Context: an optimization exercise on an open-source flow, tuned for small area and a short achievable clock period. The choices shown serve that exercise and are no tape-out recipe.
RTL that was checked went through simulation tests only; none was proved equivalent to the original.
Power figures rest on the tool's default switching activity, not on a simulated workload.

==> flow/design.v <==
module kv_nor2 (input wire a, input wire b, output wire y);
    assign y = !(a | b);
endmodule
module kv_nand2 (input wire a, input wire b, output wire y);
    assign y = !(a & b);
endmodule
module kv_nor4 (input wire a, input wire b, input wire c, input wire d, output wire y);
    assign y = !(a | b | c | d);
endmodule
module kv_nand4 (input wire a, input wire b, input wire c, input wire d, output wire y);
    assign y = !(a & b & c & d);
endmodule
module kv_slot_match (
    input wire [15:0] key_in,
    input wire [15:0] key,
    input wire free,
    output wire match_a,
    output wire match_b
);
    wire [15:0] diff = key ^ key_in;
    wire [7:0] same2;    
    wire [3:0] diff4;    
    wire [1:0] same8;    
    wire differs;        
    genvar n;
    generate
        for (n = 0; n < 8; n = n + 1) begin : l1
            kv_nor2 u (.a(diff[2*n]), .b(diff[2*n+1]), .y(same2[n]));
        end
        for (n = 0; n < 4; n = n + 1) begin : l2
            kv_nand2 u (.a(same2[2*n]), .b(same2[2*n+1]), .y(diff4[n]));
        end
        for (n = 0; n < 2; n = n + 1) begin : l3
            kv_nor2 u (.a(diff4[2*n]), .b(diff4[2*n+1]), .y(same8[n]));
        end
    endgenerate
    wire differs_b;
    kv_nand2 u_l4 (.a(same8[0]), .b(same8[1]), .y(differs));
    kv_nor2 u_l5 (.a(differs), .b(free), .y(match_a));
    kv_nand2 u_l4b (.a(same8[0]), .b(same8[1]), .y(differs_b));
    kv_nor2 u_l5b (.a(differs_b), .b(free), .y(match_b));
endmodule
module kv_sel_oct (
    input wire [7:0] match,
    input wire [7:0] bits,
    output wire out
);
    assign out = |(match & bits);
endmodule
module kv_sel_bit (
    input wire [31:0] match,
    input wire [31:0] bits,
    output wire out
);
    wire [3:0] oct;        
    wire [1:0] half_n;     
    genvar n;
    generate
        for (n = 0; n < 4; n = n + 1) begin : o
            kv_sel_oct u_oct (.match(match[8*n+7:8*n]), .bits(bits[8*n+7:8*n]), .out(oct[n]));
        end
        for (n = 0; n < 2; n = n + 1) begin : h
            kv_nor2 u_nor (.a(oct[2*n]), .b(oct[2*n+1]), .y(half_n[n]));
        end
    endgenerate
    kv_nand2 u_out (.a(half_n[0]), .b(half_n[1]), .y(out));
endmodule
module kv_miss (
    input wire [31:0] match,
    output wire miss
);
    wire [7:0] none4;
    wire [1:0] any16;
    genvar n;
    generate
        for (n = 0; n < 8; n = n + 1) begin : q
            kv_nor4 u_nor (.a(match[4*n]), .b(match[4*n+1]), .c(match[4*n+2]), .d(match[4*n+3]), .y(none4[n]));
        end
        for (n = 0; n < 2; n = n + 1) begin : h
            kv_nand4 u_nand (.a(none4[4*n]), .b(none4[4*n+1]), .c(none4[4*n+2]), .d(none4[4*n+3]), .y(any16[n]));
        end
    endgenerate
    kv_nor2 u_out (.a(any16[0]), .b(any16[1]), .y(miss));
endmodule
module map_data_structure #(
    parameter KEY_WIDTH = 16,
    parameter VALUE_WIDTH = 16,
    parameter MAP_SIZE = 32
)(
    input wire clk,
    input wire reset,
    input wire [KEY_WIDTH-1:0] key_in,
    input wire [VALUE_WIDTH-1:0] value_in,
    input wire [1:0] op,  
    input wire valid_in,
    output wire ready_out,
    output wire [VALUE_WIDTH-1:0] value_out,
    output wire valid_out,
    input wire ready_in
);
    localparam NOP = 2'b00,
               INSERT = 2'b01,
               DELETE = 2'b10,
               LOOKUP = 2'b11;
    reg [KEY_WIDTH-1:0] keys [0:MAP_SIZE-1];
    reg [VALUE_WIDTH-1:0] values [0:MAP_SIZE-1];
    reg [MAP_SIZE-1:0] free;
    wire [MAP_SIZE-1:0] match, match_b;
    genvar g, b;
    generate
        for (g = 0; g < MAP_SIZE; g = g + 1) begin : m
            kv_slot_match u_match (
                .key_in(key_in), .key(keys[g]), .free(free[g]), .match_a(match[g]), .match_b(match_b[g])
            );
        end
        for (b = 0; b < VALUE_WIDTH; b = b + 1) begin : s
            wire [MAP_SIZE-1:0] column;
            for (g = 0; g < MAP_SIZE; g = g + 1) begin : c
                assign column[g] = values[g][b];
            end
            kv_sel_bit u_sel (.match(b < VALUE_WIDTH/2 ? match : match_b), .bits(column), .out(value_out[b]));
        end
    endgenerate
    wire miss;
    kv_miss u_miss (.match(match), .miss(miss));
    wire hit = !miss;
    reg [MAP_SIZE-1:0] first_free;
    reg seen;
    integer i;
    always @(*) begin
        seen = 1'b0;
        for (i = 0; i < MAP_SIZE; i = i + 1) begin
            first_free[i] = free[i] && !seen;
            seen = seen | free[i];
        end
    end
    wire do_insert = (op == INSERT) && valid_in && ready_out;
    wire do_delete = (op == DELETE) && valid_in;
    always @(posedge clk) begin
        if (reset)
            free <= {MAP_SIZE{1'b1}};
        else
            free <= (free | (match & {MAP_SIZE{do_insert | do_delete}}))
                  & ~(first_free & {MAP_SIZE{do_insert}});
    end
    always @(posedge clk) begin
        for (i = 0; i < MAP_SIZE; i = i + 1)
            if (free[i]) begin
                keys[i] <= key_in;
                values[i] <= value_in;
            end
    end
    assign valid_out = (op == LOOKUP) && hit;
    assign ready_out = |free;
endmodule
Settings: LEC_CHECK=0, CAP_MARGIN=20, CORE_MARGIN=2, CORE_UTILIZATION=60, CTS_BUF_LIST=sky130_fd_sc_hd__clkbuf_16, CTS_CLUSTER_DIAMETER=100, CTS_CLUSTER_SIZE=30, PLACE_DENSITY=0.72, SETUP_SLACK_MARGIN=3.75, SLEW_MARGIN=20, SYNTH_HIERARCHICAL=1, SYNTH_MINIMUM_KEEP_SIZE=0; clock period 10.0 ns.
run.sh (not shown) runs the stock make flow with config.mk's settings and CLKGATE_MAP_FILE= SYNTH_SCRIPT=/design/flow/synth_recipe.tcl, a recipe that flattens the netlist after the stock synthesis.
Rerun with:
--- a/flow/design.v
+++ b/flow/design.v
@@ -13,10 +13,9 @@
 module kv_slot_match (
     input wire [15:0] key_in,
     input wire [15:0] key,
     input wire free,
-    output wire match_a,
-    output wire match_b
+    output wire match
 );
     wire [15:0] diff = key ^ key_in;
     wire [7:0] same2;    
     wire [3:0] diff4;    
@@ -33,13 +32,10 @@
         for (n = 0; n < 2; n = n + 1) begin : l3
             kv_nor2 u (.a(diff4[2*n]), .b(diff4[2*n+1]), .y(same8[n]));
         end
     endgenerate
-    wire differs_b;
     kv_nand2 u_l4 (.a(same8[0]), .b(same8[1]), .y(differs));
-    kv_nor2 u_l5 (.a(differs), .b(free), .y(match_a));
-    kv_nand2 u_l4b (.a(same8[0]), .b(same8[1]), .y(differs_b));
-    kv_nor2 u_l5b (.a(differs_b), .b(free), .y(match_b));
+    kv_nor2 u_l5 (.a(differs), .b(free), .y(match));
 endmodule
 module kv_sel_oct (
     input wire [7:0] match,
     input wire [7:0] bits,
@@ -104,22 +100,22 @@
                LOOKUP = 2'b11;
     reg [KEY_WIDTH-1:0] keys [0:MAP_SIZE-1];
     reg [VALUE_WIDTH-1:0] values [0:MAP_SIZE-1];
     reg [MAP_SIZE-1:0] free;
-    wire [MAP_SIZE-1:0] match, match_b;
+    wire [MAP_SIZE-1:0] match;
     genvar g, b;
     generate
         for (g = 0; g < MAP_SIZE; g = g + 1) begin : m
             kv_slot_match u_match (
-                .key_in(key_in), .key(keys[g]), .free(free[g]), .match_a(match[g]), .match_b(match_b[g])
+                .key_in(key_in), .key(keys[g]), .free(free[g]), .match(match[g])
             );
         end
         for (b = 0; b < VALUE_WIDTH; b = b + 1) begin : s
             wire [MAP_SIZE-1:0] column;
             for (g = 0; g < MAP_SIZE; g = g + 1) begin : c
                 assign column[g] = values[g][b];
             end
-            kv_sel_bit u_sel (.match(b < VALUE_WIDTH/2 ? match : match_b), .bits(column), .out(value_out[b]));
+            kv_sel_bit u_sel (.match(match), .bits(column), .out(value_out[b]));
         end
     endgenerate
     wire miss;
     kv_miss u_miss (.match(match), .miss(miss));
Worst hold slack gets worse by 0.025 ns.
Synthesized cell count goes down by 2.4%.
Synthesized area is lower by 0.58%.
Cell count fell by 3.3%.
Via count decreases by 1.3%.
Clock skew falls by 0.011 ns.
Non-clock buffer count drops by 25.
Design area decreases by 2.2%.
Combinational power climbs by about 3%.
Routed wire length hardly moves.
Flip-flop and latch count stays the same.
Die area falls by 0.57%.
First-iteration DRC count fell by 1.3%.
Only the layout flow was run in the first run of this note; the RTL was not checked for function there.


== v6 ==
map_data_structure, a different RTL version from the one above (not shown whole).
==> module kv_aoi22, before the edit <==
module kv_aoi22 (input wire a0, input wire a1, input wire b0, input wire b1, output wire y);
    assign y = !((a0 & a1) | (b0 & b1));
endmodule
==> module kv_slot_match, before the edit <==
module kv_slot_match (
    input wire [15:0] key_in,
    input wire [15:0] key,
    input wire free,
    output wire match
);
    wire [15:0] diff = key ^ key_in;
    wire [3:0] same4;    
    wire differs;        
    genvar n;
    generate
        for (n = 0; n < 4; n = n + 1) begin : q
            kv_nor4 u_nor (.a(diff[4*n]), .b(diff[4*n+1]), .c(diff[4*n+2]), .d(diff[4*n+3]), .y(same4[n]));
        end
    endgenerate
    kv_nand4 u_all (.a(same4[0]), .b(same4[1]), .c(same4[2]), .d(same4[3]), .y(differs));
    kv_nor2 u_match (.a(differs), .b(free), .y(match));
endmodule
==> module kv_sel_bit, before the edit <==
module kv_sel_bit (
    input wire [31:0] match,
    input wire [31:0] bits,
    output wire out
);
    wire [15:0] pair_n;    
    wire [3:0] oct;        
    wire [1:0] half_n;     
    genvar n;
    generate
        for (n = 0; n < 16; n = n + 1) begin : p
            kv_aoi22 u_aoi (.a0(match[2*n]), .a1(bits[2*n]), .b0(match[2*n+1]), .b1(bits[2*n+1]), .y(pair_n[n]));
        end
        for (n = 0; n < 4; n = n + 1) begin : o
            kv_nand4 u_nand (.a(pair_n[4*n]), .b(pair_n[4*n+1]), .c(pair_n[4*n+2]), .d(pair_n[4*n+3]), .y(oct[n]));
        end
        for (n = 0; n < 2; n = n + 1) begin : h
            kv_nor2 u_nor (.a(oct[2*n]), .b(oct[2*n+1]), .y(half_n[n]));
        end
    endgenerate
    kv_nand2 u_out (.a(half_n[0]), .b(half_n[1]), .y(out));
endmodule
clock: 10.0 ns
lec_check: 0
cap_margin: 20
core_margin: 2
core_utilization: 60
cts_buf_list: sky130_fd_sc_hd__clkbuf_8
cts_cluster_diameter: 60
cts_cluster_size: 16
setup_slack_margin: 4
slew_margin: 20
synth_hierarchical: 1
synth_minimum_keep_size: 0
> inputs changed (v6 -> v7)
-- flow/design.v --
<<< v6, line 11
    assign y = !(a & b & c & d);
endmodule
module kv_aoi22 (input wire a0, input wire a1, input wire b0, input wire b1, output wire y);
    assign y = !((a0 & a1) | (b0 & b1));
endmodule
module kv_slot_match (
    input wire [15:0] key_in,
>>> v7, line 11
    assign y = !(a & b & c & d);
endmodule
module kv_slot_match (
    input wire [15:0] key_in,
<<< v6, line 20
    output wire match
);
    wire [15:0] diff = key ^ key_in;
    wire [3:0] same4;    
    wire differs;        
    genvar n;
    generate
        for (n = 0; n < 4; n = n + 1) begin : q
            kv_nor4 u_nor (.a(diff[4*n]), .b(diff[4*n+1]), .c(diff[4*n+2]), .d(diff[4*n+3]), .y(same4[n]));
        end
    endgenerate
    kv_nand4 u_all (.a(same4[0]), .b(same4[1]), .c(same4[2]), .d(same4[3]), .y(differs));
    kv_nor2 u_match (.a(differs), .b(free), .y(match));
endmodule
module kv_sel_bit (
>>> v7, line 17
    output wire match
);
    assign match = !free && (key == key_in);
endmodule
module kv_sel_oct (
    input wire [7:0] match,
    input wire [7:0] bits,
    output wire out
);
    assign out = |(match & bits);
endmodule
module kv_sel_bit (
<<< v6, line 37
    output wire out
);
    wire [15:0] pair_n;    
    wire [3:0] oct;        
    wire [1:0] half_n;     
    genvar n;
    generate
        for (n = 0; n < 16; n = n + 1) begin : p
            kv_aoi22 u_aoi (.a0(match[2*n]), .a1(bits[2*n]), .b0(match[2*n+1]), .b1(bits[2*n+1]), .y(pair_n[n]));
        end
        for (n = 0; n < 4; n = n + 1) begin : o
            kv_nand4 u_nand (.a(pair_n[4*n]), .b(pair_n[4*n+1]), .c(pair_n[4*n+2]), .d(pair_n[4*n+3]), .y(oct[n]));
        end
        for (n = 0; n < 2; n = n + 1) begin : h
>>> v7, line 31
    output wire out
);
    wire [3:0] oct;        
    wire [1:0] half_n;     
    genvar n;
    generate
        for (n = 0; n < 4; n = n + 1) begin : o
            kv_sel_oct u_oct (.match(match[8*n+7:8*n]), .bits(bits[8*n+7:8*n]), .out(oct[n]));
        end
        for (n = 0; n < 2; n = n + 1) begin : h
Per the final summary, v7 finished and its layout is clean on timing, DRC and antenna. In the metrics for v7 and v6, the one carrying the higher non-clock buffer count is v6. Re final hold violation count: no difference whatsoever between v7 and v6. When v7 is measured against v6, its number of violations reported at the end of detailed-routing iteration 0 turns out 3.3% higher. v6 → v7: setup slack decreased by 200 ps relative to the old numbers, met3 wirelength from detailed routing increased by about 14% relative to the old numbers, routed wire length decreased by about 7.5% relative to the old numbers. v7 vs. v6: aggregate global-route resource usage lower, mean instance size in the synthesized netlist lower.
The RTL of v6 was laid out without a check of its function.

[re-timing with driven ports]
No port has a modelled driver above. Below, the same layouts with a new extraction and two added sets of constraints.
Step 1 sets driving cells, clkbuf_16 on the clock port and buf_2 on the other inputs (assumed; they add their load-dependent delay and slew).
Step 2 also shifts input and output timing later by t, the mid clock arrival at the registers, as if the neighbouring blocks saw the same clock.
Three values: ideal, step 1, step 2; two values: the first two.
| run | t (ns) | setup WS [ns] | hold slack, ns | cell pins on the clock port's net |
|---|---|---|---|---|
| the first run of note 1 | 0.683 | 3.768 / 3.527 / 3.527 | 0.592 / 0.592 / 0.592 | 1 |
| the second run of note 1 | 0.688 | 3.793 / 3.553 / 3.553 | 0.567 / 0.567 / 0.567 | 1 |
| v6 | 0.760 | 3.785 / 3.571 / 3.571 | 0.662 / 0.662 / 0.662 | 1 |
| v7 | 0.746 | 3.590 / 3.387 / 3.387 | 0.718 / 0.718 / 0.718 | 1 |
After both steps every run listed still meets setup and hold. For the first run of note 1, which loses most, drivers alone change the setup slack by -0.241 ns; drivers and shift together by -0.241 ns.
